Source: an optimization exercise on an open RTL-to-GDS flow (aim: small area and a short achievable clock period). Production flows keep margins and buffers that such runs may drop. Only simulation tests tie the RTL to the original design; equivalence was not proved. Power figures rest on the tool's default switching activity, not on a simulated workload.

==> constraint.sdc <==
create_clock -name core_clock -period 2.8 [get_ports {clock}]
set_input_delay 0.5600 -clock core_clock [delete_from_list [all_inputs] [get_ports {clock}]]
set_output_delay 0.5600 -clock core_clock [all_outputs]
set_load 0.01 [all_outputs]
==> run.sh <==
#!/bin/bash
# synth_recipe.tcl (not shown) runs the flow's synth.tcl, then flattens the netlist and writes it again
# the make line also repeats each setting of config.mk as NAME=value (left out here)
make -C /OpenROAD-flow-scripts/flow DESIGN_CONFIG=/design/flow/config.mk WORK_HOME=/design/flow/orfs CLKGATE_MAP_FILE= SYNTH_SCRIPT=/design/flow/synth_recipe.tcl finish
==> design.v <==
module piped_wallace_mult(
    input wire clock, reset,
    input wire [15:0] x, y,
    output reg [31:0] prod
);
    reg [59:0] r1;
    reg [101:0] r2;
    reg [61:0] r3;
    reg v1, v2;
    wire g1 = x[1] & x[0];
    wire q2 = x[1] ^ x[0];
    wire g3 = x[2] & x[1];
    wire q4 = x[2] ^ x[1];
    wire g5 = x[3] & x[2];
    wire q6 = x[3] ^ x[2];
    wire g7 = x[4] & x[3];
    wire q8 = x[4] ^ x[3];
    wire g9 = x[5] & x[4];
    wire q10 = x[5] ^ x[4];
    wire g11 = x[6] & x[5];
    wire q12 = x[6] ^ x[5];
    wire g13 = x[7] & x[6];
    wire q14 = x[7] ^ x[6];
    wire g15 = x[8] & x[7];
    wire q16 = x[8] ^ x[7];
    wire g17 = x[9] & x[8];
    wire q18 = x[9] ^ x[8];
    wire g19 = x[10] & x[9];
    wire q20 = x[10] ^ x[9];
    wire g21 = x[11] & x[10];
    wire q22 = x[11] ^ x[10];
    wire g23 = x[12] & x[11];
    wire q24 = x[12] ^ x[11];
    wire g25 = x[13] & x[12];
    wire q26 = x[13] ^ x[12];
    wire g27 = x[14] & x[13];
    wire q28 = x[14] ^ x[13];
    wire g29 = x[15] & x[14];
    wire q30 = x[15] ^ x[14];
    wire t31, u32;
    pfx i33 (.gh(g5), .ph(q6), .gl(g3), .pl(q4), .g(t31), .p(u32));
    wire t34, u35;
    pfx i36 (.gh(g9), .ph(q10), .gl(g7), .pl(q8), .g(t34), .p(u35));
    wire t37, u38;
    pfx i39 (.gh(g13), .ph(q14), .gl(g11), .pl(q12), .g(t37), .p(u38));
    wire t40, u41;
    pfx i42 (.gh(g17), .ph(q18), .gl(g15), .pl(q16), .g(t40), .p(u41));
    wire t43, u44;
    pfx i45 (.gh(g21), .ph(q22), .gl(g19), .pl(q20), .g(t43), .p(u44));
    wire t46, u47;
    pfx i48 (.gh(g25), .ph(q26), .gl(g23), .pl(q24), .g(t46), .p(u47));
    wire t49, u50;
    pfx i51 (.gh(g29), .ph(q30), .gl(g27), .pl(q28), .g(t49), .p(u50));
    wire t52;
    pfx_g i53 (.gh(g3), .ph(q4), .gl(g1), .g(t52));
    wire t54;
    pfx_g i55 (.gh(t31), .ph(u32), .gl(g1), .g(t54));
    wire t56, u57;
    pfx i58 (.gh(g11), .ph(q12), .gl(t34), .pl(u35), .g(t56), .p(u57));
    wire t59, u60;
    pfx i61 (.gh(t37), .ph(u38), .gl(t34), .pl(u35), .g(t59), .p(u60));
    wire t62, u63;
    pfx i64 (.gh(g19), .ph(q20), .gl(t40), .pl(u41), .g(t62), .p(u63));
    wire t65, u66;
    pfx i67 (.gh(t43), .ph(u44), .gl(t40), .pl(u41), .g(t65), .p(u66));
    wire t68, u69;
    pfx i70 (.gh(g27), .ph(q28), .gl(t46), .pl(u47), .g(t68), .p(u69));
    wire t71, u72;
    pfx i73 (.gh(t49), .ph(u50), .gl(t46), .pl(u47), .g(t71), .p(u72));
    wire t74;
    pfx_g i75 (.gh(g7), .ph(q8), .gl(t54), .g(t74));
    wire t76;
    pfx_g i77 (.gh(t34), .ph(u35), .gl(t54), .g(t76));
    wire t78;
    pfx_g i79 (.gh(t56), .ph(u57), .gl(t54), .g(t78));
    wire t80;
    pfx_g i81 (.gh(t59), .ph(u60), .gl(t54), .g(t80));
    wire t82, u83;
    pfx i84 (.gh(g23), .ph(q24), .gl(t65), .pl(u66), .g(t82), .p(u83));
    wire t85, u86;
    pfx i87 (.gh(t46), .ph(u47), .gl(t65), .pl(u66), .g(t85), .p(u86));
    wire t88, u89;
    pfx i90 (.gh(t68), .ph(u69), .gl(t65), .pl(u66), .g(t88), .p(u89));
    wire t91, u92;
    pfx i93 (.gh(t71), .ph(u72), .gl(t65), .pl(u66), .g(t91), .p(u92));
    wire t94;
    pfx_g i95 (.gh(g15), .ph(q16), .gl(t80), .g(t94));
    wire t96;
    pfx_g i97 (.gh(t40), .ph(u41), .gl(t80), .g(t96));
    wire t98;
    pfx_g i99 (.gh(t62), .ph(u63), .gl(t80), .g(t98));
    wire t100;
    pfx_g i101 (.gh(t65), .ph(u66), .gl(t80), .g(t100));
    wire t102;
    pfx_g i103 (.gh(t82), .ph(u83), .gl(t80), .g(t102));
    wire t104;
    pfx_g i105 (.gh(t85), .ph(u86), .gl(t80), .g(t104));
    wire t106;
    pfx_g i107 (.gh(t88), .ph(u89), .gl(t80), .g(t106));
    wire t108;
    pfx_g i109 (.gh(t91), .ph(u92), .gl(t80), .g(t108));
    wire t110 = x[15] & t108;
    wire z111 = q4 ^ g1;
    wire z112 = q6 ^ t52;
    wire z113 = q8 ^ t54;
    wire z114 = q10 ^ t74;
    wire z115 = q12 ^ t76;
    wire z116 = q14 ^ t78;
    wire z117 = q16 ^ t80;
    wire z118 = q18 ^ t94;
    wire z119 = q20 ^ t96;
    wire z120 = q22 ^ t98;
    wire z121 = q24 ^ t100;
    wire z122 = q26 ^ t102;
    wire z123 = q28 ^ t104;
    wire z124 = q30 ^ t106;
    wire z125 = x[15] ^ t108;
    wire p126 = ((r1[33] & r1[0]) | (r1[35] & r1[0])) ^ r1[37];
    wire p127 = ((r1[33] & r1[1]) | (r1[34] & r1[0]) | (r1[35] & r1[16])) ^ r1[37];
    wire p128 = ((r1[33] & r1[2]) | (r1[34] & r1[1]) | (r1[35] & r1[17]) | (r1[36] & r1[0])) ^ r1[37];
    wire p129 = ((r1[33] & r1[3]) | (r1[34] & r1[2]) | (r1[35] & r1[18]) | (r1[36] & r1[1])) ^ r1[37];
    wire p130 = ((r1[33] & r1[4]) | (r1[34] & r1[3]) | (r1[35] & r1[19]) | (r1[36] & r1[2])) ^ r1[37];
    wire p131 = ((r1[33] & r1[5]) | (r1[34] & r1[4]) | (r1[35] & r1[20]) | (r1[36] & r1[3])) ^ r1[37];
    wire p132 = ((r1[33] & r1[6]) | (r1[34] & r1[5]) | (r1[35] & r1[21]) | (r1[36] & r1[4])) ^ r1[37];
    wire p133 = ((r1[33] & r1[7]) | (r1[34] & r1[6]) | (r1[35] & r1[22]) | (r1[36] & r1[5])) ^ r1[37];
    wire p134 = ((r1[33] & r1[8]) | (r1[34] & r1[7]) | (r1[35] & r1[23]) | (r1[36] & r1[6])) ^ r1[37];
    wire p135 = ((r1[33] & r1[9]) | (r1[34] & r1[8]) | (r1[35] & r1[24]) | (r1[36] & r1[7])) ^ r1[37];
    wire p136 = ((r1[33] & r1[10]) | (r1[34] & r1[9]) | (r1[35] & r1[25]) | (r1[36] & r1[8])) ^ r1[37];
    wire p137 = ((r1[33] & r1[11]) | (r1[34] & r1[10]) | (r1[35] & r1[26]) | (r1[36] & r1[9])) ^ r1[37];
    wire p138 = ((r1[33] & r1[12]) | (r1[34] & r1[11]) | (r1[35] & r1[27]) | (r1[36] & r1[10])) ^ r1[37];
    wire p139 = ((r1[33] & r1[13]) | (r1[34] & r1[12]) | (r1[35] & r1[28]) | (r1[36] & r1[11])) ^ r1[37];
    wire p140 = ((r1[33] & r1[14]) | (r1[34] & r1[13]) | (r1[35] & r1[29]) | (r1[36] & r1[12])) ^ r1[37];
    wire p141 = ((r1[33] & r1[15]) | (r1[34] & r1[14]) | (r1[35] & r1[30]) | (r1[36] & r1[13])) ^ r1[37];
    wire p142 = ((r1[34] & r1[15]) | (r1[35] & r1[31]) | (r1[36] & r1[14])) ^ r1[37];
    wire p143 = ((r1[35] & r1[32]) | (r1[36] & r1[15])) ^ r1[37];
    wire p144 = ((r1[38] & r1[0]) | (r1[40] & r1[0])) ^ r1[42];
    wire p145 = ((r1[38] & r1[1]) | (r1[39] & r1[0]) | (r1[40] & r1[16])) ^ r1[42];
    wire p146 = ((r1[38] & r1[2]) | (r1[39] & r1[1]) | (r1[40] & r1[17]) | (r1[41] & r1[0])) ^ r1[42];
    wire p147 = ((r1[38] & r1[3]) | (r1[39] & r1[2]) | (r1[40] & r1[18]) | (r1[41] & r1[1])) ^ r1[42];
    wire p148 = ((r1[38] & r1[4]) | (r1[39] & r1[3]) | (r1[40] & r1[19]) | (r1[41] & r1[2])) ^ r1[42];
    wire p149 = ((r1[38] & r1[5]) | (r1[39] & r1[4]) | (r1[40] & r1[20]) | (r1[41] & r1[3])) ^ r1[42];
    wire p150 = ((r1[38] & r1[6]) | (r1[39] & r1[5]) | (r1[40] & r1[21]) | (r1[41] & r1[4])) ^ r1[42];
    wire p151 = ((r1[38] & r1[7]) | (r1[39] & r1[6]) | (r1[40] & r1[22]) | (r1[41] & r1[5])) ^ r1[42];
    wire p152 = ((r1[38] & r1[8]) | (r1[39] & r1[7]) | (r1[40] & r1[23]) | (r1[41] & r1[6])) ^ r1[42];
    wire p153 = ((r1[38] & r1[9]) | (r1[39] & r1[8]) | (r1[40] & r1[24]) | (r1[41] & r1[7])) ^ r1[42];
    wire p154 = ((r1[38] & r1[10]) | (r1[39] & r1[9]) | (r1[40] & r1[25]) | (r1[41] & r1[8])) ^ r1[42];
    wire p155 = ((r1[38] & r1[11]) | (r1[39] & r1[10]) | (r1[40] & r1[26]) | (r1[41] & r1[9])) ^ r1[42];
    wire p156 = ((r1[38] & r1[12]) | (r1[39] & r1[11]) | (r1[40] & r1[27]) | (r1[41] & r1[10])) ^ r1[42];
    wire p157 = ((r1[38] & r1[13]) | (r1[39] & r1[12]) | (r1[40] & r1[28]) | (r1[41] & r1[11])) ^ r1[42];
    wire p158 = ((r1[38] & r1[14]) | (r1[39] & r1[13]) | (r1[40] & r1[29]) | (r1[41] & r1[12])) ^ r1[42];
    wire p159 = ((r1[38] & r1[15]) | (r1[39] & r1[14]) | (r1[40] & r1[30]) | (r1[41] & r1[13])) ^ r1[42];
    wire p160 = ((r1[39] & r1[15]) | (r1[40] & r1[31]) | (r1[41] & r1[14])) ^ r1[42];
    wire p161 = ((r1[40] & r1[32]) | (r1[41] & r1[15])) ^ r1[42];
    wire p162 = ((r1[43] & r1[0]) | (r1[45] & r1[0])) ^ r1[47];
    wire p163 = ((r1[43] & r1[1]) | (r1[44] & r1[0]) | (r1[45] & r1[16])) ^ r1[47];
    wire p164 = ((r1[43] & r1[2]) | (r1[44] & r1[1]) | (r1[45] & r1[17]) | (r1[46] & r1[0])) ^ r1[47];
    wire p165 = ((r1[43] & r1[3]) | (r1[44] & r1[2]) | (r1[45] & r1[18]) | (r1[46] & r1[1])) ^ r1[47];
    wire p166 = ((r1[43] & r1[4]) | (r1[44] & r1[3]) | (r1[45] & r1[19]) | (r1[46] & r1[2])) ^ r1[47];
    wire p167 = ((r1[43] & r1[5]) | (r1[44] & r1[4]) | (r1[45] & r1[20]) | (r1[46] & r1[3])) ^ r1[47];
    wire p168 = ((r1[43] & r1[6]) | (r1[44] & r1[5]) | (r1[45] & r1[21]) | (r1[46] & r1[4])) ^ r1[47];
    wire p169 = ((r1[43] & r1[7]) | (r1[44] & r1[6]) | (r1[45] & r1[22]) | (r1[46] & r1[5])) ^ r1[47];
    wire p170 = ((r1[43] & r1[8]) | (r1[44] & r1[7]) | (r1[45] & r1[23]) | (r1[46] & r1[6])) ^ r1[47];
    wire p171 = ((r1[43] & r1[9]) | (r1[44] & r1[8]) | (r1[45] & r1[24]) | (r1[46] & r1[7])) ^ r1[47];
    wire p172 = ((r1[43] & r1[10]) | (r1[44] & r1[9]) | (r1[45] & r1[25]) | (r1[46] & r1[8])) ^ r1[47];
    wire p173 = ((r1[43] & r1[11]) | (r1[44] & r1[10]) | (r1[45] & r1[26]) | (r1[46] & r1[9])) ^ r1[47];
    wire p174 = ((r1[43] & r1[12]) | (r1[44] & r1[11]) | (r1[45] & r1[27]) | (r1[46] & r1[10])) ^ r1[47];
    wire p175 = ((r1[43] & r1[13]) | (r1[44] & r1[12]) | (r1[45] & r1[28]) | (r1[46] & r1[11])) ^ r1[47];
    wire p176 = ((r1[43] & r1[14]) | (r1[44] & r1[13]) | (r1[45] & r1[29]) | (r1[46] & r1[12])) ^ r1[47];
    wire p177 = ((r1[43] & r1[15]) | (r1[44] & r1[14]) | (r1[45] & r1[30]) | (r1[46] & r1[13])) ^ r1[47];
    wire p178 = ((r1[44] & r1[15]) | (r1[45] & r1[31]) | (r1[46] & r1[14])) ^ r1[47];
    wire p179 = ((r1[45] & r1[32]) | (r1[46] & r1[15])) ^ r1[47];
    wire p180 = ((r1[48] & r1[0]) | (r1[50] & r1[0])) ^ r1[52];
    wire p181 = ((r1[48] & r1[1]) | (r1[49] & r1[0]) | (r1[50] & r1[16])) ^ r1[52];
    wire p182 = ((r1[48] & r1[2]) | (r1[49] & r1[1]) | (r1[50] & r1[17]) | (r1[51] & r1[0])) ^ r1[52];
    wire p183 = ((r1[48] & r1[3]) | (r1[49] & r1[2]) | (r1[50] & r1[18]) | (r1[51] & r1[1])) ^ r1[52];
    wire p184 = ((r1[48] & r1[4]) | (r1[49] & r1[3]) | (r1[50] & r1[19]) | (r1[51] & r1[2])) ^ r1[52];
    wire p185 = ((r1[48] & r1[5]) | (r1[49] & r1[4]) | (r1[50] & r1[20]) | (r1[51] & r1[3])) ^ r1[52];
    wire p186 = ((r1[48] & r1[6]) | (r1[49] & r1[5]) | (r1[50] & r1[21]) | (r1[51] & r1[4])) ^ r1[52];
    wire p187 = ((r1[48] & r1[7]) | (r1[49] & r1[6]) | (r1[50] & r1[22]) | (r1[51] & r1[5])) ^ r1[52];
    wire p188 = ((r1[48] & r1[8]) | (r1[49] & r1[7]) | (r1[50] & r1[23]) | (r1[51] & r1[6])) ^ r1[52];
    wire p189 = ((r1[48] & r1[9]) | (r1[49] & r1[8]) | (r1[50] & r1[24]) | (r1[51] & r1[7])) ^ r1[52];
    wire p190 = ((r1[48] & r1[10]) | (r1[49] & r1[9]) | (r1[50] & r1[25]) | (r1[51] & r1[8])) ^ r1[52];
    wire p191 = ((r1[48] & r1[11]) | (r1[49] & r1[10]) | (r1[50] & r1[26]) | (r1[51] & r1[9])) ^ r1[52];
    wire p192 = ((r1[48] & r1[12]) | (r1[49] & r1[11]) | (r1[50] & r1[27]) | (r1[51] & r1[10])) ^ r1[52];
    wire p193 = ((r1[48] & r1[13]) | (r1[49] & r1[12]) | (r1[50] & r1[28]) | (r1[51] & r1[11])) ^ r1[52];
    wire p194 = ((r1[48] & r1[14]) | (r1[49] & r1[13]) | (r1[50] & r1[29]) | (r1[51] & r1[12])) ^ r1[52];
    wire p195 = ((r1[48] & r1[15]) | (r1[49] & r1[14]) | (r1[50] & r1[30]) | (r1[51] & r1[13])) ^ r1[52];
    wire p196 = ((r1[49] & r1[15]) | (r1[50] & r1[31]) | (r1[51] & r1[14])) ^ r1[52];
    wire p197 = ((r1[50] & r1[32]) | (r1[51] & r1[15])) ^ r1[52];
    wire p198 = ((r1[53] & r1[0]) | (r1[55] & r1[0])) ^ r1[57];
    wire p199 = ((r1[53] & r1[1]) | (r1[54] & r1[0]) | (r1[55] & r1[16])) ^ r1[57];
    wire p200 = ((r1[53] & r1[2]) | (r1[54] & r1[1]) | (r1[55] & r1[17]) | (r1[56] & r1[0])) ^ r1[57];
    wire p201 = ((r1[53] & r1[3]) | (r1[54] & r1[2]) | (r1[55] & r1[18]) | (r1[56] & r1[1])) ^ r1[57];
    wire p202 = ((r1[53] & r1[4]) | (r1[54] & r1[3]) | (r1[55] & r1[19]) | (r1[56] & r1[2])) ^ r1[57];
    wire p203 = ((r1[53] & r1[5]) | (r1[54] & r1[4]) | (r1[55] & r1[20]) | (r1[56] & r1[3])) ^ r1[57];
    wire p204 = ((r1[53] & r1[6]) | (r1[54] & r1[5]) | (r1[55] & r1[21]) | (r1[56] & r1[4])) ^ r1[57];
    wire p205 = ((r1[53] & r1[7]) | (r1[54] & r1[6]) | (r1[55] & r1[22]) | (r1[56] & r1[5])) ^ r1[57];
    wire p206 = ((r1[53] & r1[8]) | (r1[54] & r1[7]) | (r1[55] & r1[23]) | (r1[56] & r1[6])) ^ r1[57];
    wire p207 = ((r1[53] & r1[9]) | (r1[54] & r1[8]) | (r1[55] & r1[24]) | (r1[56] & r1[7])) ^ r1[57];
    wire p208 = ((r1[53] & r1[10]) | (r1[54] & r1[9]) | (r1[55] & r1[25]) | (r1[56] & r1[8])) ^ r1[57];
    wire p209 = ((r1[53] & r1[11]) | (r1[54] & r1[10]) | (r1[55] & r1[26]) | (r1[56] & r1[9])) ^ r1[57];
    wire p210 = ((r1[53] & r1[12]) | (r1[54] & r1[11]) | (r1[55] & r1[27]) | (r1[56] & r1[10])) ^ r1[57];
    wire p211 = ((r1[53] & r1[13]) | (r1[54] & r1[12]) | (r1[55] & r1[28]) | (r1[56] & r1[11])) ^ r1[57];
    wire p212 = ((r1[53] & r1[14]) | (r1[54] & r1[13]) | (r1[55] & r1[29]) | (r1[56] & r1[12])) ^ r1[57];
    wire p213 = ((r1[53] & r1[15]) | (r1[54] & r1[14]) | (r1[55] & r1[30]) | (r1[56] & r1[13])) ^ r1[57];
    wire p214 = ((r1[54] & r1[15]) | (r1[55] & r1[31]) | (r1[56] & r1[14])) ^ r1[57];
    wire p215 = ((r1[55] & r1[32]) | (r1[56] & r1[15])) ^ r1[57];
    wire p216 = (r1[58] & r1[0]);
    wire p217 = (r1[58] & r1[1]) | (r1[59] & r1[0]);
    wire p218 = (r1[58] & r1[2]) | (r1[59] & r1[1]);
    wire p219 = (r1[58] & r1[3]) | (r1[59] & r1[2]);
    wire p220 = (r1[58] & r1[4]) | (r1[59] & r1[3]);
    wire p221 = (r1[58] & r1[5]) | (r1[59] & r1[4]);
    wire p222 = (r1[58] & r1[6]) | (r1[59] & r1[5]);
    wire p223 = (r1[58] & r1[7]) | (r1[59] & r1[6]);
    wire p224 = (r1[58] & r1[8]) | (r1[59] & r1[7]);
    wire p225 = (r1[58] & r1[9]) | (r1[59] & r1[8]);
    wire p226 = (r1[58] & r1[10]) | (r1[59] & r1[9]);
    wire p227 = (r1[58] & r1[11]) | (r1[59] & r1[10]);
    wire p228 = (r1[58] & r1[12]) | (r1[59] & r1[11]);
    wire p229 = (r1[58] & r1[13]) | (r1[59] & r1[12]);
    wire p230 = (r1[58] & r1[14]) | (r1[59] & r1[13]);
    wire p231 = (r1[58] & r1[15]) | (r1[59] & r1[14]);
    wire p232 = (r1[59] & r1[15]);
    wire p233 = ~r1[37];
    wire p234 = ~r1[42];
    wire p235 = ~r1[47];
    wire p236 = ~r1[52];
    wire p237 = ~r1[57];
    wire s238 = p135 ^ p150;
    wire c239 = p135 & p150;
    wire s240 = p136 ^ p151;
    wire c241 = p136 & p151;
    wire s242 = p137 ^ p152;
    wire c243 = p137 & p152;
    wire s244 = p138 ^ p153 ^ p168;
    wire c245 = (p138 & p153) | (p138 & p168) | (p153 & p168);
    wire s246 = p183 ^ p198;
    wire c247 = p183 & p198;
    wire s248 = p139 ^ p154 ^ p169;
    wire c249 = (p139 & p154) | (p139 & p169) | (p154 & p169);
    wire s250 = p184 ^ p199;
    wire c251 = p184 & p199;
    wire s252 = p140 ^ p155 ^ p170;
    wire c253 = (p140 & p155) | (p140 & p170) | (p155 & p170);
    wire s254 = p185 ^ p200;
    wire c255 = p185 & p200;
    wire s256 = p141 ^ p156 ^ p171;
    wire c257 = (p141 & p156) | (p141 & p171) | (p156 & p171);
    wire s258 = p186 ^ p201 ^ p216;
    wire c259 = (p186 & p201) | (p186 & p216) | (p201 & p216);
    wire s260 = p142 ^ p157 ^ p172;
    wire c261 = (p142 & p157) | (p142 & p172) | (p157 & p172);
    wire s262 = p187 ^ p202 ^ p217;
    wire c263 = (p187 & p202) | (p187 & p217) | (p202 & p217);
    wire s264 = p143 ^ p158 ^ p173;
    wire c265 = (p143 & p158) | (p143 & p173) | (p158 & p173);
    wire s266 = p188 ^ p203 ^ p218;
    wire c267 = (p188 & p203) | (p188 & p218) | (p203 & p218);
    wire s268 = p159 ^ p174 ^ p189;
    wire c269 = (p159 & p174) | (p159 & p189) | (p174 & p189);
    wire s270 = p204 ^ p219 ^ r1[37];
    wire c271 = (p204 & p219) | (p204 & r1[37]) | (p219 & r1[37]);
    wire s272 = p160 ^ p175 ^ p190;
    wire c273 = (p160 & p175) | (p160 & p190) | (p175 & p190);
    wire s274 = p205 ^ p220 ^ r1[37];
    wire c275 = (p205 & p220) | (p205 & r1[37]) | (p220 & r1[37]);
    wire s276 = p161 ^ p176 ^ p191;
    wire c277 = (p161 & p176) | (p161 & p191) | (p176 & p191);
    wire s278 = p206 ^ p221 ^ r1[37];
    wire c279 = (p206 & p221) | (p206 & r1[37]) | (p221 & r1[37]);
    wire s280 = p177 ^ p192 ^ p207;
    wire c281 = (p177 & p192) | (p177 & p207) | (p192 & p207);
    wire s282 = p222 ^ p233 ^ p234;
    wire c283 = (p222 & p233) | (p222 & p234) | (p233 & p234);
    wire s284 = p178 ^ p193 ^ p208;
    wire c285 = (p178 & p193) | (p178 & p208) | (p193 & p208);
    wire s286 = p223 ^ 1'b1;
    wire c287 = p223 & 1'b1;
    wire s288 = p179 ^ p194 ^ p209;
    wire c289 = (p179 & p194) | (p179 & p209) | (p194 & p209);
    wire s290 = p224 ^ 1'b1;
    wire c291 = p224 & 1'b1;
    wire s292 = p195 ^ p210 ^ p225;
    wire c293 = (p195 & p210) | (p195 & p225) | (p210 & p225);
    wire s294 = p196 ^ p211;
    wire c295 = p196 & p211;
    wire s296 = p197 ^ p212;
    wire c297 = p197 & p212;
    wire s298 = r2[11] ^ r2[12];
    wire c299 = r2[11] & r2[12];
    wire s300 = r2[15] ^ r2[16];
    wire c301 = r2[15] & r2[16];
    wire s302 = r2[18] ^ r2[19];
    wire c303 = r2[18] & r2[19];
    wire s304 = r2[21] ^ r2[22] ^ r2[23];
    wire c305 = (r2[21] & r2[22]) | (r2[21] & r2[23]) | (r2[22] & r2[23]);
    wire s306 = r2[25] ^ r2[26] ^ r2[27];
    wire c307 = (r2[25] & r2[26]) | (r2[25] & r2[27]) | (r2[26] & r2[27]);
    wire s308 = r2[29] ^ r2[30] ^ r2[31];
    wire c309 = (r2[29] & r2[30]) | (r2[29] & r2[31]) | (r2[30] & r2[31]);
    wire s310 = r2[33] ^ r2[34] ^ r2[35];
    wire c311 = (r2[33] & r2[34]) | (r2[33] & r2[35]) | (r2[34] & r2[35]);
    wire s312 = r2[37] ^ r2[38] ^ r2[39];
    wire c313 = (r2[37] & r2[38]) | (r2[37] & r2[39]) | (r2[38] & r2[39]);
    wire s314 = r2[41] ^ r2[42] ^ r2[43];
    wire c315 = (r2[41] & r2[42]) | (r2[41] & r2[43]) | (r2[42] & r2[43]);
    wire s316 = r2[45] ^ r2[46] ^ r2[47];
    wire c317 = (r2[45] & r2[46]) | (r2[45] & r2[47]) | (r2[46] & r2[47]);
    wire s318 = r2[49] ^ r2[50] ^ r2[51];
    wire c319 = (r2[49] & r2[50]) | (r2[49] & r2[51]) | (r2[50] & r2[51]);
    wire s320 = r2[53] ^ r2[54] ^ r2[55];
    wire c321 = (r2[53] & r2[54]) | (r2[53] & r2[55]) | (r2[54] & r2[55]);
    wire s322 = r2[57] ^ r2[58] ^ r2[59];
    wire c323 = (r2[57] & r2[58]) | (r2[57] & r2[59]) | (r2[58] & r2[59]);
    wire s324 = r2[61] ^ r2[62] ^ r2[63];
    wire c325 = (r2[61] & r2[62]) | (r2[61] & r2[63]) | (r2[62] & r2[63]);
    wire s326 = r2[65] ^ r2[66] ^ r2[67];
    wire c327 = (r2[65] & r2[66]) | (r2[65] & r2[67]) | (r2[66] & r2[67]);
    wire s328 = r2[69] ^ r2[70] ^ r2[71];
    wire c329 = (r2[69] & r2[70]) | (r2[69] & r2[71]) | (r2[70] & r2[71]);
    wire s330 = r2[73] ^ r2[74] ^ r2[75];
    wire c331 = (r2[73] & r2[74]) | (r2[73] & r2[75]) | (r2[74] & r2[75]);
    wire s332 = r2[77] ^ r2[78] ^ r2[79];
    wire c333 = (r2[77] & r2[78]) | (r2[77] & r2[79]) | (r2[78] & r2[79]);
    wire s334 = r2[81] ^ r2[82] ^ r2[83];
    wire c335 = (r2[81] & r2[82]) | (r2[81] & r2[83]) | (r2[82] & r2[83]);
    wire s336 = r2[85] ^ r2[86] ^ r2[87];
    wire c337 = (r2[85] & r2[86]) | (r2[85] & r2[87]) | (r2[86] & r2[87]);
    wire s338 = r2[88] ^ r2[89] ^ r2[90];
    wire c339 = (r2[88] & r2[89]) | (r2[88] & r2[90]) | (r2[89] & r2[90]);
    wire s340 = r2[91] ^ r2[92] ^ r2[93];
    wire c341 = (r2[91] & r2[92]) | (r2[91] & r2[93]) | (r2[92] & r2[93]);
    wire s342 = r2[95] ^ r2[96];
    wire c343 = r2[95] & r2[96];
    wire s344 = r2[97] ^ r2[98];
    wire c345 = r2[97] & r2[98];
    wire s346 = r2[4] ^ r2[5];
    wire c347 = r2[4] & r2[5];
    wire s348 = r2[7] ^ r2[8];
    wire c349 = r2[7] & r2[8];
    wire s350 = r2[9] ^ r2[10];
    wire c351 = r2[9] & r2[10];
    wire s352 = s298 ^ r2[13] ^ r2[14];
    wire c353 = (s298 & r2[13]) | (s298 & r2[14]) | (r2[13] & r2[14]);
    wire s354 = c299 ^ s300 ^ r2[17];
    wire c355 = (c299 & s300) | (c299 & r2[17]) | (s300 & r2[17]);
    wire s356 = c301 ^ s302 ^ r2[20];
    wire c357 = (c301 & s302) | (c301 & r2[20]) | (s302 & r2[20]);
    wire s358 = c303 ^ s304 ^ r2[24];
    wire c359 = (c303 & s304) | (c303 & r2[24]) | (s304 & r2[24]);
    wire s360 = c305 ^ s306 ^ r2[28];
    wire c361 = (c305 & s306) | (c305 & r2[28]) | (s306 & r2[28]);
    wire s362 = c307 ^ s308 ^ r2[32];
    wire c363 = (c307 & s308) | (c307 & r2[32]) | (s308 & r2[32]);
    wire s364 = c309 ^ s310 ^ r2[36];
    wire c365 = (c309 & s310) | (c309 & r2[36]) | (s310 & r2[36]);
    wire s366 = c311 ^ s312 ^ r2[40];
    wire c367 = (c311 & s312) | (c311 & r2[40]) | (s312 & r2[40]);
    wire s368 = c313 ^ s314 ^ r2[44];
    wire c369 = (c313 & s314) | (c313 & r2[44]) | (s314 & r2[44]);
    wire s370 = c315 ^ s316 ^ r2[48];
    wire c371 = (c315 & s316) | (c315 & r2[48]) | (s316 & r2[48]);
    wire s372 = c317 ^ s318 ^ r2[52];
    wire c373 = (c317 & s318) | (c317 & r2[52]) | (s318 & r2[52]);
    wire s374 = c319 ^ s320 ^ r2[56];
    wire c375 = (c319 & s320) | (c319 & r2[56]) | (s320 & r2[56]);
    wire s376 = c321 ^ s322 ^ r2[60];
    wire c377 = (c321 & s322) | (c321 & r2[60]) | (s322 & r2[60]);
    wire s378 = c323 ^ s324 ^ r2[64];
    wire c379 = (c323 & s324) | (c323 & r2[64]) | (s324 & r2[64]);
    wire s380 = c325 ^ s326 ^ r2[68];
    wire c381 = (c325 & s326) | (c325 & r2[68]) | (s326 & r2[68]);
    wire s382 = c327 ^ s328 ^ r2[72];
    wire c383 = (c327 & s328) | (c327 & r2[72]) | (s328 & r2[72]);
    wire s384 = c329 ^ s330 ^ r2[76];
    wire c385 = (c329 & s330) | (c329 & r2[76]) | (s330 & r2[76]);
    wire s386 = c331 ^ s332 ^ r2[80];
    wire c387 = (c331 & s332) | (c331 & r2[80]) | (s332 & r2[80]);
    wire s388 = c333 ^ s334 ^ r2[84];
    wire c389 = (c333 & s334) | (c333 & r2[84]) | (s334 & r2[84]);
    wire s390 = c335 ^ s336 ^ 1'b1;
    wire c391 = (c335 & s336) | (c335 & 1'b1) | (s336 & 1'b1);
    wire s392 = c337 ^ s338 ^ 1'b1;
    wire c393 = (c337 & s338) | (c337 & 1'b1) | (s338 & 1'b1);
    wire s394 = c339 ^ s340 ^ r2[94];
    wire c395 = (c339 & s340) | (c339 & r2[94]) | (s340 & r2[94]);
    wire s396 = c341 ^ s342 ^ 1'b1;
    wire c397 = (c341 & s342) | (c341 & 1'b1) | (s342 & 1'b1);
    wire s398 = c343 ^ s344 ^ 1'b1;
    wire c399 = (c343 & s344) | (c343 & 1'b1) | (s344 & 1'b1);
    wire s400 = c345 ^ r2[99] ^ r2[100];
    wire c401 = (c345 & r2[99]) | (c345 & r2[100]) | (r2[99] & r2[100]);
    wire s402 = r2[101] ^ 1'b1;
    wire c403 = r2[101] & 1'b1;
    wire t404 = r3[2] & r3[0];
    wire u405 = r3[5] & r3[3];
    wire t406, u407;
    pfx i408 (.gh(r3[8]), .ph(r3[9]), .gl(r3[6]), .pl(r3[7]), .g(t406), .p(u407));
    wire t409, u410;
    pfx i411 (.gh(r3[12]), .ph(r3[13]), .gl(r3[10]), .pl(r3[11]), .g(t409), .p(u410));
    wire t412, u413;
    pfx i414 (.gh(r3[16]), .ph(r3[17]), .gl(r3[14]), .pl(r3[15]), .g(t412), .p(u413));
    wire t415, u416;
    pfx i417 (.gh(r3[20]), .ph(r3[21]), .gl(r3[18]), .pl(r3[19]), .g(t415), .p(u416));
    wire t418, u419;
    pfx i420 (.gh(r3[24]), .ph(r3[25]), .gl(r3[22]), .pl(r3[23]), .g(t418), .p(u419));
    wire t421, u422;
    pfx i423 (.gh(r3[28]), .ph(r3[29]), .gl(r3[26]), .pl(r3[27]), .g(t421), .p(u422));
    wire t424, u425;
    pfx i426 (.gh(r3[32]), .ph(r3[33]), .gl(r3[30]), .pl(r3[31]), .g(t424), .p(u425));
    wire t427, u428;
    pfx i429 (.gh(r3[36]), .ph(r3[37]), .gl(r3[34]), .pl(r3[35]), .g(t427), .p(u428));
    wire t430, u431;
    pfx i432 (.gh(r3[40]), .ph(r3[41]), .gl(r3[38]), .pl(r3[39]), .g(t430), .p(u431));
    wire t433, u434;
    pfx i435 (.gh(r3[44]), .ph(r3[45]), .gl(r3[42]), .pl(r3[43]), .g(t433), .p(u434));
    wire t436, u437;
    pfx i438 (.gh(r3[48]), .ph(r3[49]), .gl(r3[46]), .pl(r3[47]), .g(t436), .p(u437));
    wire t439, u440;
    pfx i441 (.gh(r3[52]), .ph(r3[53]), .gl(r3[50]), .pl(r3[51]), .g(t439), .p(u440));
    wire t442, u443;
    pfx i444 (.gh(r3[56]), .ph(r3[57]), .gl(r3[54]), .pl(r3[55]), .g(t442), .p(u443));
    wire t445 = r3[3] & t404;
    wire t446;
    pfx_g i447 (.gh(r3[4]), .ph(u405), .gl(t404), .g(t446));
    wire t448, u449;
    pfx i450 (.gh(r3[10]), .ph(r3[11]), .gl(t406), .pl(u407), .g(t448), .p(u449));
    wire t451, u452;
    pfx i453 (.gh(t409), .ph(u410), .gl(t406), .pl(u407), .g(t451), .p(u452));
    wire t454, u455;
    pfx i456 (.gh(r3[18]), .ph(r3[19]), .gl(t412), .pl(u413), .g(t454), .p(u455));
    wire t457, u458;
    pfx i459 (.gh(t415), .ph(u416), .gl(t412), .pl(u413), .g(t457), .p(u458));
    wire t460, u461;
    pfx i462 (.gh(r3[26]), .ph(r3[27]), .gl(t418), .pl(u419), .g(t460), .p(u461));
    wire t463, u464;
    pfx i465 (.gh(t421), .ph(u422), .gl(t418), .pl(u419), .g(t463), .p(u464));
    wire t466, u467;
    pfx i468 (.gh(r3[34]), .ph(r3[35]), .gl(t424), .pl(u425), .g(t466), .p(u467));
    wire t469, u470;
    pfx i471 (.gh(t427), .ph(u428), .gl(t424), .pl(u425), .g(t469), .p(u470));
    wire t472, u473;
    pfx i474 (.gh(r3[42]), .ph(r3[43]), .gl(t430), .pl(u431), .g(t472), .p(u473));
    wire t475, u476;
    pfx i477 (.gh(t433), .ph(u434), .gl(t430), .pl(u431), .g(t475), .p(u476));
    wire t478, u479;
    pfx i480 (.gh(r3[50]), .ph(r3[51]), .gl(t436), .pl(u437), .g(t478), .p(u479));
    wire t481, u482;
    pfx i483 (.gh(t439), .ph(u440), .gl(t436), .pl(u437), .g(t481), .p(u482));
    wire t484, u485;
    pfx i486 (.gh(r3[58]), .ph(r3[59]), .gl(t442), .pl(u443), .g(t484), .p(u485));
    wire t487;
    pfx_g i488 (.gh(r3[6]), .ph(r3[7]), .gl(t446), .g(t487));
    wire t489;
    pfx_g i490 (.gh(t406), .ph(u407), .gl(t446), .g(t489));
    wire t491;
    pfx_g i492 (.gh(t448), .ph(u449), .gl(t446), .g(t491));
    wire t493;
    pfx_g i494 (.gh(t451), .ph(u452), .gl(t446), .g(t493));
    wire t495, u496;
    pfx i497 (.gh(r3[22]), .ph(r3[23]), .gl(t457), .pl(u458), .g(t495), .p(u496));
    wire t498, u499;
    pfx i500 (.gh(t418), .ph(u419), .gl(t457), .pl(u458), .g(t498), .p(u499));
    wire t501, u502;
    pfx i503 (.gh(t460), .ph(u461), .gl(t457), .pl(u458), .g(t501), .p(u502));
    wire t504, u505;
    pfx i506 (.gh(t463), .ph(u464), .gl(t457), .pl(u458), .g(t504), .p(u505));
    wire t507, u508;
    pfx i509 (.gh(r3[38]), .ph(r3[39]), .gl(t469), .pl(u470), .g(t507), .p(u508));
    wire t510, u511;
    pfx i512 (.gh(t430), .ph(u431), .gl(t469), .pl(u470), .g(t510), .p(u511));
    wire t513, u514;
    pfx i515 (.gh(t472), .ph(u473), .gl(t469), .pl(u470), .g(t513), .p(u514));
    wire t516, u517;
    pfx i518 (.gh(t475), .ph(u476), .gl(t469), .pl(u470), .g(t516), .p(u517));
    wire t519, u520;
    pfx i521 (.gh(r3[54]), .ph(r3[55]), .gl(t481), .pl(u482), .g(t519), .p(u520));
    wire t522, u523;
    pfx i524 (.gh(t442), .ph(u443), .gl(t481), .pl(u482), .g(t522), .p(u523));
    wire t525, u526;
    pfx i527 (.gh(t484), .ph(u485), .gl(t481), .pl(u482), .g(t525), .p(u526));
    wire t528;
    pfx_g i529 (.gh(r3[14]), .ph(r3[15]), .gl(t493), .g(t528));
    wire t530;
    pfx_g i531 (.gh(t412), .ph(u413), .gl(t493), .g(t530));
    wire t532;
    pfx_g i533 (.gh(t454), .ph(u455), .gl(t493), .g(t532));
    wire t534;
    pfx_g i535 (.gh(t457), .ph(u458), .gl(t493), .g(t534));
    wire t536;
    pfx_g i537 (.gh(t495), .ph(u496), .gl(t493), .g(t536));
    wire t538;
    pfx_g i539 (.gh(t498), .ph(u499), .gl(t493), .g(t538));
    wire t540;
    pfx_g i541 (.gh(t501), .ph(u502), .gl(t493), .g(t540));
    wire t542;
    pfx_g i543 (.gh(t504), .ph(u505), .gl(t493), .g(t542));
    wire t544, u545;
    pfx i546 (.gh(r3[46]), .ph(r3[47]), .gl(t516), .pl(u517), .g(t544), .p(u545));
    wire t547, u548;
    pfx i549 (.gh(t436), .ph(u437), .gl(t516), .pl(u517), .g(t547), .p(u548));
    wire t550, u551;
    pfx i552 (.gh(t478), .ph(u479), .gl(t516), .pl(u517), .g(t550), .p(u551));
    wire t553, u554;
    pfx i555 (.gh(t481), .ph(u482), .gl(t516), .pl(u517), .g(t553), .p(u554));
    wire t556, u557;
    pfx i558 (.gh(t519), .ph(u520), .gl(t516), .pl(u517), .g(t556), .p(u557));
    wire t559, u560;
    pfx i561 (.gh(t522), .ph(u523), .gl(t516), .pl(u517), .g(t559), .p(u560));
    wire t562, u563;
    pfx i564 (.gh(t525), .ph(u526), .gl(t516), .pl(u517), .g(t562), .p(u563));
    wire t565;
    pfx_g i566 (.gh(r3[30]), .ph(r3[31]), .gl(t542), .g(t565));
    wire t567;
    pfx_g i568 (.gh(t424), .ph(u425), .gl(t542), .g(t567));
    wire t569;
    pfx_g i570 (.gh(t466), .ph(u467), .gl(t542), .g(t569));
    wire t571;
    pfx_g i572 (.gh(t469), .ph(u470), .gl(t542), .g(t571));
    wire t573;
    pfx_g i574 (.gh(t507), .ph(u508), .gl(t542), .g(t573));
    wire t575;
    pfx_g i576 (.gh(t510), .ph(u511), .gl(t542), .g(t575));
    wire t577;
    pfx_g i578 (.gh(t513), .ph(u514), .gl(t542), .g(t577));
    wire t579;
    pfx_g i580 (.gh(t516), .ph(u517), .gl(t542), .g(t579));
    wire t581;
    pfx_g i582 (.gh(t544), .ph(u545), .gl(t542), .g(t581));
    wire t583;
    pfx_g i584 (.gh(t547), .ph(u548), .gl(t542), .g(t583));
    wire t585;
    pfx_g i586 (.gh(t550), .ph(u551), .gl(t542), .g(t585));
    wire t587;
    pfx_g i588 (.gh(t553), .ph(u554), .gl(t542), .g(t587));
    wire t589;
    pfx_g i590 (.gh(t556), .ph(u557), .gl(t542), .g(t589));
    wire t591;
    pfx_g i592 (.gh(t559), .ph(u560), .gl(t542), .g(t591));
    wire t593;
    pfx_g i594 (.gh(t562), .ph(u563), .gl(t542), .g(t593));
    wire z595 = r3[2] ^ r3[0];
    wire z596 = r3[3] ^ t404;
    wire z597 = r3[5] ^ t445;
    wire z598 = r3[7] ^ t446;
    wire z599 = r3[9] ^ t487;
    wire z600 = r3[11] ^ t489;
    wire z601 = r3[13] ^ t491;
    wire z602 = r3[15] ^ t493;
    wire z603 = r3[17] ^ t528;
    wire z604 = r3[19] ^ t530;
    wire z605 = r3[21] ^ t532;
    wire z606 = r3[23] ^ t534;
    wire z607 = r3[25] ^ t536;
    wire z608 = r3[27] ^ t538;
    wire z609 = r3[29] ^ t540;
    wire z610 = r3[31] ^ t542;
    wire z611 = r3[33] ^ t565;
    wire z612 = r3[35] ^ t567;
    wire z613 = r3[37] ^ t569;
    wire z614 = r3[39] ^ t571;
    wire z615 = r3[41] ^ t573;
    wire z616 = r3[43] ^ t575;
    wire z617 = r3[45] ^ t577;
    wire z618 = r3[47] ^ t579;
    wire z619 = r3[49] ^ t581;
    wire z620 = r3[51] ^ t583;
    wire z621 = r3[53] ^ t585;
    wire z622 = r3[55] ^ t587;
    wire z623 = r3[57] ^ t589;
    wire z624 = r3[59] ^ t591;
    wire z625 = r3[61] ^ t593;
    wire [31:0] result = {z625, z624, z623, z622, z621, z620, z619, z618, z617, z616, z615, z614, z613, z612, z611, z610, z609, z608, z607, z606, z605, z604, z603, z602, z601, z600, z599, z598, z597, z596, z595, r3[1]};
    always @(posedge clock) begin
        r1 <= {(y[14] & y[15]), (y[14] & ~y[15]) | (~y[14] & y[15]), y[14], (y[11] & y[12] & y[13] & ~y[14]) | (~y[11] & ~y[12] & ~y[13] & y[14]), (y[11] & ~y[12] & y[13] & ~y[14]) | (~y[11] & y[12] & y[13] & ~y[14]) | (y[11] & ~y[12] & ~y[13] & y[14]) | (~y[11] & y[12] & ~y[13] & y[14]), (y[11] & y[12] & ~y[13] & ~y[14]) | (~y[11] & ~y[12] & y[13] & ~y[14]) | (y[11] & y[12] & ~y[13] & y[14]) | (~y[11] & ~y[12] & y[13] & y[14]), (y[11] & ~y[12] & ~y[13] & ~y[14]) | (~y[11] & y[12] & ~y[13] & ~y[14]) | (y[11] & ~y[12] & y[13] & y[14]) | (~y[11] & y[12] & y[13] & y[14]), y[11], (y[8] & y[9] & y[10] & ~y[11]) | (~y[8] & ~y[9] & ~y[10] & y[11]), (y[8] & ~y[9] & y[10] & ~y[11]) | (~y[8] & y[9] & y[10] & ~y[11]) | (y[8] & ~y[9] & ~y[10] & y[11]) | (~y[8] & y[9] & ~y[10] & y[11]), (y[8] & y[9] & ~y[10] & ~y[11]) | (~y[8] & ~y[9] & y[10] & ~y[11]) | (y[8] & y[9] & ~y[10] & y[11]) | (~y[8] & ~y[9] & y[10] & y[11]), (y[8] & ~y[9] & ~y[10] & ~y[11]) | (~y[8] & y[9] & ~y[10] & ~y[11]) | (y[8] & ~y[9] & y[10] & y[11]) | (~y[8] & y[9] & y[10] & y[11]), y[8], (y[5] & y[6] & y[7] & ~y[8]) | (~y[5] & ~y[6] & ~y[7] & y[8]), (y[5] & ~y[6] & y[7] & ~y[8]) | (~y[5] & y[6] & y[7] & ~y[8]) | (y[5] & ~y[6] & ~y[7] & y[8]) | (~y[5] & y[6] & ~y[7] & y[8]), (y[5] & y[6] & ~y[7] & ~y[8]) | (~y[5] & ~y[6] & y[7] & ~y[8]) | (y[5] & y[6] & ~y[7] & y[8]) | (~y[5] & ~y[6] & y[7] & y[8]), (y[5] & ~y[6] & ~y[7] & ~y[8]) | (~y[5] & y[6] & ~y[7] & ~y[8]) | (y[5] & ~y[6] & y[7] & y[8]) | (~y[5] & y[6] & y[7] & y[8]), y[5], (y[2] & y[3] & y[4] & ~y[5]) | (~y[2] & ~y[3] & ~y[4] & y[5]), (y[2] & ~y[3] & y[4] & ~y[5]) | (~y[2] & y[3] & y[4] & ~y[5]) | (y[2] & ~y[3] & ~y[4] & y[5]) | (~y[2] & y[3] & ~y[4] & y[5]), (y[2] & y[3] & ~y[4] & ~y[5]) | (~y[2] & ~y[3] & y[4] & ~y[5]) | (y[2] & y[3] & ~y[4] & y[5]) | (~y[2] & ~y[3] & y[4] & y[5]), (y[2] & ~y[3] & ~y[4] & ~y[5]) | (~y[2] & y[3] & ~y[4] & ~y[5]) | (y[2] & ~y[3] & y[4] & y[5]) | (~y[2] & y[3] & y[4] & y[5]), y[2], (~y[0] & ~y[1] & y[2]), (y[0] & y[1] & ~y[2]) | (y[0] & ~y[1] & y[2]), (~y[0] & y[1] & ~y[2]) | (~y[0] & y[1] & y[2]), (y[0] & ~y[1] & ~y[2]) | (y[0] & y[1] & y[2]), t110, z125, z124, z123, z122, z121, z120, z119, z118, z117, z116, z115, z114, z113, z112, z111, q2, x[15], x[14], x[13], x[12], x[11], x[10], x[9], x[8], x[7], x[6], x[5], x[4], x[3], x[2], x[1], x[0]};
        r2 <= {p232, p237, p231, p230, p215, p229, p214, p236, p228, p213, c297, p227, s296, c295, p226, s294, c293, p235, s292, c291, c289, s290, s288, c287, c285, s286, s284, c283, c281, s282, s280, c279, c277, s278, s276, c275, c273, s274, s272, c271, c269, s270, s268, c267, c265, s266, s264, c263, c261, s262, s260, c259, c257, s258, s256, c255, c253, s254, s252, c251, c249, s250, s248, c247, c245, r1[57], s246, s244, c243, p182, p167, s242, c241, p181, p166, s240, c239, r1[52], p180, p165, s238, p164, p149, p134, p163, p148, p133, r1[47], p162, p147, p132, p146, p131, p145, p130, r1[42], p144, p129, p128, p127, r1[37], p126};
    end
    always @(posedge clock or posedge reset)
        if (reset) begin
            v1 <= 1'b0; v2 <= 1'b0; r3 <= 62'd0; prod <= 32'd0;
        end else begin
            v1 <= 1'b1; v2 <= v1;
            r3 <= v2 ? {c401 ^ s402, c401 & s402, c399 ^ s400, c399 & s400, c397 ^ s398, c397 & s398, c395 ^ s396, c395 & s396, c393 ^ s394, c393 & s394, c391 ^ s392, c391 & s392, c389 ^ s390, c389 & s390, c387 ^ s388, c387 & s388, c385 ^ s386, c385 & s386, c383 ^ s384, c383 & s384, c381 ^ s382, c381 & s382, c379 ^ s380, c379 & s380, c377 ^ s378, c377 & s378, c375 ^ s376, c375 & s376, c373 ^ s374, c373 & s374, c371 ^ s372, c371 & s372, c369 ^ s370, c369 & s370, c367 ^ s368, c367 & s368, c365 ^ s366, c365 & s366, c363 ^ s364, c363 & s364, c361 ^ s362, c361 & s362, c359 ^ s360, c359 & s360, c357 ^ s358, c357 & s358, c355 ^ s356, c355 & s356, c353 ^ s354, c353 & s354, c351 ^ s352, c351 & s352, c349 ^ s350, c349 & s350, c347 ^ s348, c347 & s348, s346 ^ r2[6], s346 & r2[6], r2[3], r2[2], r2[0] ^ r2[1], r2[0] & r2[1]} : 62'd0;
            prod <= result;
        end
endmodule
module pfx(input wire gh, ph, gl, pl, output wire g, p);
    assign g = gh | (ph & gl);
    assign p = ph & pl;
endmodule
module pfx_g(input wire gh, ph, gl, output wire g);
    assign g = gh | (ph & gl);
endmodule
==> config.mk <==
export PLATFORM = sky130hd
export DESIGN_NAME = piped_wallace_mult
export DESIGN_NICKNAME = piped_wallace_mult
export VERILOG_FILES = /design/flow/design.v
export SDC_FILE = /design/flow/constraint.sdc
export NUM_CORES = 4
export LEC_CHECK = 0
export CAP_MARGIN = 20
export CORE_MARGIN = 2
export CORE_UTILIZATION = 40
export SETUP_SLACK_MARGIN = 1.4
export SLEW_MARGIN = 20
export SYNTH_HIERARCHICAL = 1
export SYNTH_MINIMUM_KEEP_SIZE = 0
==> flow_metrics.py, run 1 <==
metrics = {
    "worst_setup_path": {
        "worst_path_max_delay_cell": "fa_2",
        "cp.arrival_ns": 2.33,
        "cpLargestDelayFamily": "adder cells",
        "r2r_cells": 6,
        "reg2reg_to": "r3[53]$_DFF_PP0_",
        "r2r_slack_ns": 0.88,
        "startpoint_type": "flip-flop",
        "cp_max_fo": 1,
        "path_cells": "fa_2 -> inv_2 -> fa_2 -> inv_2 -> ha_4 -> and2_4",
        "max_stage_delay_ns": 0.56,
        "crit_path_end_kind": "flip-flop",
        "rr_startpoint": "r2[91]$_DFF_P_",
        "cp.required_ns": 3.22,
        "critPathKind": "reg2reg",
        "crit_buf_inv": 2,
    },
    "global_routing": {
        "grt_pass1_vias": 8990,
        "grt_usage_pct": 17.4,
        "grt_max_degree": 62,
        "gr-total-overflow": 0,
        "antenna_found_initial": 0,
        "grt_first_pass_wirelength_um": 49400,
    },
    "yosys": {
        "syn-cell-area_um2": 13400,
        "synthArstFlopShare_pct": 37.0,
        "synth-seq-area-share_pct": 41.8,
        "synth_cells": 1111,
        "synth_area_leaders": "dfxtp_1, dfrtp_1, fa_1, a221oi_2, xnor2_1",
        "synth_nets": 1273,
        "netlist_top_cells_count": "dfxtp_1, and2_1, a21o_1",
        "netlist.area_leader.share_pct": 24.1,
        "ys.flop_type": "dfxtp_1",
        "ys_types": 29,
        "synth-edff-count": 0,
        "yosys_warnings": 7,
        "yosys.area.top_type": "dfxtp_1",
        "synth_area_per_cell_um2": 12.1,
        "yosysMostFrequentCell": "dfxtp_1",
        "ys_ff_latch": 257,
    },
    "power": {
        "power_density_nw_per_um2": 844,
        "p_total_uw": 14700,
        "p_leak_uw": 0.00797,
        "ir_worst_vdd_uv": 414,
    },
    "placement": {
        "post_dp_cell_area_um2": 14600,
        "portBuffers": 65,
        "gp_congestion": 0.847,
        "post-place-ws_ns": 0.113,
        "dp_hpwl_um": 20900,
    },
    "layout": {
        "layout.nets": 1416,
        "syn_to_final_growth_pct": 29.2,
        "antenna_cells": 0,
        "fillers": 2810,
        "drive_gt1_share_pct": 40.7,
        "final_area_um2": 17400,
    },
    "timing": {
        "worst_pin_slew_ns": 0.692,
        "fmax_mhz": 522,
        "rsz0062_at_grt": "yes",
        "finalSetupViolations": 0,
        "fin_crit_sh_pct": 68.5,
        "slew_headroom_pct": 53.9,
        "hold_viol": 0,
        "final_max_slew_viol_count": 0,
        "tns_ns": 0,
        "fin_crit_ns": 1.92,
        "fin_skew_ns": 0.0100,
        "finalWorstSetupSlack_ns": 0.883,
    },
    "worst_hold_path": {
        "hold_class": "in2reg",
        "whs_path_depth": 1,
        "min_to": "r1[5]$_DFF_P_",
        "worstHoldStart": "x[5]",
    },
    "status": {
        "outcome": "finished clean",
    },
    "route": {
        "first_iter_violations": 779,
        "dr.pass1.iters": 6,
        "vias": 8732,
        "drc_errors": 0,
        "via_per_inst": 5.07,
        "antenna_left": 0,
        "wire_per_inst_um": 18.0,
        "drt-total-wl_um": 30900,
    },
    "clocking": {
        "cts_made_buffers": 27,
        "clkLatencyLatePin_ns": 0.53,
        "cts_hold_buf": 0,
        "clk_path_buf_depth": 3,
        "h-tree-depth": 1,
        "clock-root-buffer": "clkbuf_16",
        "cts.sink_count": 257,
        "clkSlewWorstSetupHoldPaths_ns": 0.06,
        "cts_tree": "yes",
    },
    "die": {
        "io_pins": 66,
        "fp.dieW_um": 187,
        "std_cell_rows": 67,
        "die_h_um": 187,
        "dieArea_um2": 35100,
        "core_area_um2": 33300,
        "start_util_pct": 40.4,
    },
    "flow_run": {
        "maxCapViolCount": 0,
    },
}
## cell type report
type	instances	area (um^2)	share of cell area, %
Clock buffer	42	877	5.05
Clock inverter	7	37.5	0.216
Inverter	51	195	1.12
Multi-Input combinational cell	717	8120	46.8
Sequential cell	257	5780	33.3
Tap cell	448	561	3.23
Timing Repair Buffer	200	1780	10.3
## worst max path at each step
stage                         from               end  slack [ns]  depth (start not counted)
detailed placement            x[2]    r1[31]$_DFF_P_        0.11                          7
floorplan                     x[1]    r1[31]$_DFF_P_        0.87                          6
global placement              x[3]    r1[31]$_DFF_P_        0.15                          7
global route        r2[91]$_DFF_P_  r3[53]$_DFF_PP0_        0.85                          6
finish              r2[91]$_DFF_P_  r3[53]$_DFF_PP0_        0.88                          6
CTS                 r2[91]$_DFF_P_  r3[53]$_DFF_PP0_        0.89                          6
## Yosys stat by module, one instance, submodules excluded
module              cells  flops+latches  copies in the design
piped_wallace_mult    947            257                     1
pfx_g                   1              0                    42
pfx                     2              0                    61
## through the flow
step / hold slack, ns / std cells / util [%]
global route: 0.148 / 1722 / 52.2
floorplan: 0.326 / 1111 / -
global placement: 0.334 / 1572 / 43.8
detailed placement: 0.339 / 1572 / 43.8
finish: 0.165 / 1722 / 52.2
CTS: 0.140 / 1692 / 50.3
## logic make-up after synthesis
logic type / share of synthesized area (%)
compound gates: 20.2
xor+xnor: 9.32
fa+ha+maj: 15.3
buf+inv: 6.06
flops: 41.8
other cells: 0.0279
simple gates: 7.32
## timing repair
action	CTS	global route
endpoints found under the setup margin	190	189
resized for setup	408	76
pin swaps	142	82
setup buffers	69	30
gates cloned	2	0
## metal layers
metal | up-vias | wire length [um] | share of wire (%) | global-route usage, %
met1 | 4224 | 14500 | 47 | 24.4
met4 | 0 | 801 | 2.6 | 5.46
met3 | 68 | 1750 | 5.7 | 2.76
met5 | - | 0 | 0 | 0
met2 | 272 | 13900 | 45 | 27.6
li1 | 4168 | - | - | -
## report_power, final
group	total (uW)	switching, uW	internal [uW]
Sequential	5450	735	4720
Clock	3550	1400	2150
Combinational	5650	2610	3040
Total	14700	4750	9900
## cell usage in the layout (no fill, tap or decap), drive strengths merged, types with 12 or more instances in the layout
cell type and count:
xor2 43, ha 68, inv 50, dfxtp 162, a221oi 70, clkdlybuf4s50 16, buf 182, and2 126
nand2 12, fa 60, a22o 81, dfrtp 95, a21o 105, clkbuf 42, xnor2 100
## flip-flops by register name, summed over array words and instances (netlist names)
name  flops
prod     32
r1       60
r2      102
v1        1
r3       61
v2        1
==> inputs of run 2 (changes only) <==
--- a/config.mk
+++ b/config.mk
@@ -8,7 +8,7 @@
 export CAP_MARGIN = 20
 export CORE_MARGIN = 2
 export CORE_UTILIZATION = 40
-export SETUP_SLACK_MARGIN = 1.4
+export SETUP_SLACK_MARGIN = 0.2
 export SLEW_MARGIN = 20
 export SYNTH_HIERARCHICAL = 1
 export SYNTH_MINIMUM_KEEP_SIZE = 0
==> run 2 against run 1 <==
  * Highest routed layer unchanged
  * Critical path type is now in2reg
  * Synthesized area stayed put
  * Combinational power fell by 18%
  * Via count fell by 7.8%
  * Synthesized cell count stayed put
  * Sequential power is essentially flat
  * Hold slack gained 0.18 ns
  * Utilization decreased by 6.3 points
  * Clock power increased by 2%
  * Critical path depth grew 1
==> flow_metrics.py, run 2 <==
metrics = {
    "power": {
        "power_frac_comb_pct": 33.9,
        "p_leak_uw": 0.00721,
        "clkPwrFrac_pct": 26.4,
        "power_density_nw_per_um2": 894,
        "p_switching_uw": 4280,
        "p_sw_share_pct": 31.3,
        "p_seq_share_pct": 39.7,
        "ir_worst_vdd_uv": 428,
        "power.internal_uw": 9380,
    },
    "clocking": {
        "cts_tree": "yes",
        "cts_hold_buf": 0,
        "h-tree-depth": 1,
        "clkLatencyLatePin_ns": 0.53,
        "clk_path_buf_depth": 3,
        "clock-root-buffer": "clkbuf_16",
        "cts_made_buffers": 27,
        "clkSlewWorstSetupHoldPaths_ns": 0.06,
        "cts.sink_count": 257,
        "post_cts_resized": 0,
        "post_cts_buffers": 0,
    },
    "worst_setup_path": {
        "cpLargestDelayFamily": "compound AO/OA/AOI/OAI gates",
        "r2r_cells": 4,
        "crit_buf_inv": 1,
        "cp.depth": 7,
        "cp_max_fo": 9,
        "path_common_cell": "a21o_1",
        "path_cells": "clkdlybuf4s50_1 -> ha_1 -> and2_1 -> a21o_1 -> a21o_1 -> a21o_1 -> ha_1",
        "critPathKind": "in2reg",
        "crit_path_end_kind": "flip-flop",
        "worst_path_max_delay_cell": "clkdlybuf4s50_1",
        "cp.required_ns": 3.21,
        "startpoint_type": "input port",
        "max_stage_delay_ns": 0.46,
        "cp.arrival_ns": 2.51,
    },
    "die": {
        "std_cell_rows": 67,
        "die_h_um": 187,
        "io_pins": 66,
        "start_util_pct": 40.4,
        "fp.dieW_um": 187,
        "dieArea_um2": 35100,
        "core_area_um2": 33300,
    },
    "timing": {
        "fin_crit_ns": 2.10,
        "final_max_slew_viol_count": 0,
        "fmax_mhz": 476,
        "hold_ws_ns": 0.347,
        "finalSetupViolations": 0,
        "rsz0062_at_grt": "no",
        "worst_pin_slew_ns": 0.955,
        "slew_headroom_pct": 36.3,
        "hold_viol": 0,
        "tns_ns": 0,
        "fin_crit_sh_pct": 75.0,
        "fin_skew_ns": 0.0210,
    },
    "placement": {
        "gp_congestion": 0.854,
        "dp_hpwl_um": 20500,
        "portBuffers": 65,
    },
    "worst_hold_path": {
        "hold_class": "reg2reg",
        "whs_path_depth": 0,
    },
    "yosys": {
        "synth_compound_area_share_pct": 20.2,
        "ys_types": 29,
        "synth_area_leaders": "dfxtp_1, dfrtp_1, fa_1, a221oi_2, xnor2_1",
        "synth_xor_area_share_pct": 9.32,
        "yosysMostFrequentCell": "dfxtp_1",
        "synth-edff-count": 0,
        "syn-cell-area_um2": 13400,
        "ys.flop_type": "dfxtp_1",
        "synth_top_family_by_area": "compound AO/OA/AOI/OAI gates",
        "ys_ff_latch": 257,
        "synth_area_per_cell_um2": 12.1,
        "synthMuxAreaShare_pct": 0,
        "synth-seq-area-share_pct": 41.8,
        "yosys.area.top_type": "dfxtp_1",
        "netlist.area_leader.share_pct": 24.1,
        "netlist_top_cells_count": "dfxtp_1, and2_1, a21o_1",
        "synth_cells": 1111,
        "synth-adder-area-share_pct": 15.3,
        "yosys.area_share.simple_pct": 7.32,
        "synth_nets": 1273,
        "synthArstFlopShare_pct": 37.0,
        "yosys_warnings": 7,
    },
    "global_routing": {
        "grt_usage_pct": 15.9,
        "gr-total-overflow": 0,
        "grt_pass1_vias": 8202,
        "grt_first_pass_wirelength_um": 45600,
        "grt_max_degree": 62,
        "antenna_found_initial": 0,
    },
    "route": {
        "antenna_left": 0,
        "drc_errors": 0,
        "drt-total-wl_um": 27200,
        "wire_per_inst_um": 16.7,
        "dr.pass1.iters": 6,
        "vias": 8047,
        "via_per_inst": 4.96,
        "first_iter_violations": 623,
    },
    "layout": {
        "antenna_cells": 0,
        "syn_to_final_growth_pct": 13.7,
        "mostFrequentLayoutCells": "dfxtp_1, and2_1, a21o_1",
        "final_common_cell": "dfxtp_1",
        "largest_reg_flops": 102,
        "layout.nets": 1318,
        "drive_gt1_share_pct": 13.3,
        "top_register": "r2",
        "reg.largest.list": "r2: 102 flops, r3: 61 flops, r1: 60 flops",
    },
    "status": {
        "outcome": "finished clean",
    },
    "flow_run": {
        "maxCapViolCount": 0,
    },
}
[run 2: cell counts after synthesis]
Identical to the previous run, type by type.
[run 2: path summary, 6_finish.rpt]
path                               start                 end  slack, ns
setup reg to reg           r1[7]$_DFF_P_      r2[43]$_DFF_P_       0.76
setup / recovery                    x[1]      r1[31]$_DFF_P_       0.70
max in group asynchronous          reset  prod[15]$_DFF_PP0_       1.70
min in group asynchronous          reset   prod[2]$_DFF_PP0_       0.46
hold reg to reg             v1$_DFF_PP0_        v2$_DFF_PP0_       0.35
hold / removal              v1$_DFF_PP0_        v2$_DFF_PP0_       0.35
[run 2: modules after synthesis (local to each module, per instance)]
module	flops+latches	copies in the design	area (um^2)
pfx_g	0	42	7.51
piped_wallace_mult	257	1	12300
pfx	0	61	13.8
[run 2: layout make-up]
type / instances / area, um^2
inverters: 51 / 195
well taps: 448 / 561
clock buffers: 41 / 862
multi-input cells: 715 / 7000
clock inverters: 8 / 77.6
flip-flops and latches: 257 / 5620
fillers: 3044 / 18000
repair buffers: 104 / 956
[run 2: routing by layer]
| layer | track usage, % | share of wire, % | vias up | wire (um) |
|---|---|---|---|---|
| met4 | 4.06 | 1.8 | 0 | 491 |
| met1 | 23.8 | 50 | 3835 | 13700 |
| met3 | 2.51 | 5.4 | 34 | 1470 |
| met5 | 0 | 0 | - | 0 |
| met2 | 23.8 | 43 | 214 | 11600 |
| li1 | - | - | 3964 | - |
[run 2: through the flow]
stage	total power [uW]	std cells	area (um^2)	utilization, %	setup WS [ns]
2_1_floorplan	8570	1111	13400	-	0.773
3_3_place_gp	10100	1575	14300	43.1	0.172
3_5_place_dp	10200	1575	14300	43.1	0.158
4_1_cts	13900	1624	15300	45.9	0.702
5_1_grt	14800	1624	15300	45.9	0.568
6_report	13700	1624	15300	45.9	0.699
[run 2: worst reg2reg max path, delay by kind of cell, from the launching register on]
kind            cells  cell delay [ns]
compound gates      1             0.07
buf+inv             1             0.28
xor+xnor            1             0.29
flops               1             0.82
fa+ha+maj           1             0.46
[run 2: kinds of logic (layout without fill, tap and decap cells)]
logic type	Yosys count	after routing
adder cells (fa/ha/maj)	128	128
flip-flops	257	257
buffers and inverters	139	204
other	1	1
XOR/XNOR	143	143
AO/OA/AOI/OAI	282	282
AND/OR/NAND/NOR	161	161
[run 2: power groups by stage]
stage	Combinational (uW)	Sequential, uW	Clock, uW
after floorplan	3290	5280	0
after global placement	4590	5490	0
after CTS	4710	5420	3740
final	4630	5420	3610
after global routing	5390	5540	3900
after detailed placement	4670	5500	0

-- afterwards: timing with drivers on the ports --
How much do the figures lean on ideal ports? The routed layouts below were timed once more, with nothing changed but the port constraints. Step 1 (the two cells are an assumption about what drives the block):
set clk [get_ports {clock}]
set_driving_cell -lib_cell sky130_fd_sc_hd__clkbuf_16 $clk
set_driving_cell -lib_cell sky130_fd_sc_hd__buf_2 [delete_from_list [all_inputs] $clk]
Step 2 also shifts input and output timing later by t, the mid clock arrival at the registers, as if the neighbouring blocks saw the same clock. a / b / c = no drivers / after step 1 / after step 2; a / b = the first two.
run | shift t [ns] | setup WS [ns] | hold WS [ns] | worst setup path after step 2
run 1 | 0.577 | 0.883 / 0.883 / 0.723 | 0.165 / 0.148 / 0.353 | input to register
run 2 | 0.570 | 0.699 / 0.731 / 0.162 | 0.347 / 0.347 / 0.347 | input to register
After both steps setup and hold are still met in every run listed. The setup slack of run 2, which loses most, moves by +0.032 ns with the drivers and by -0.537 ns with both steps.
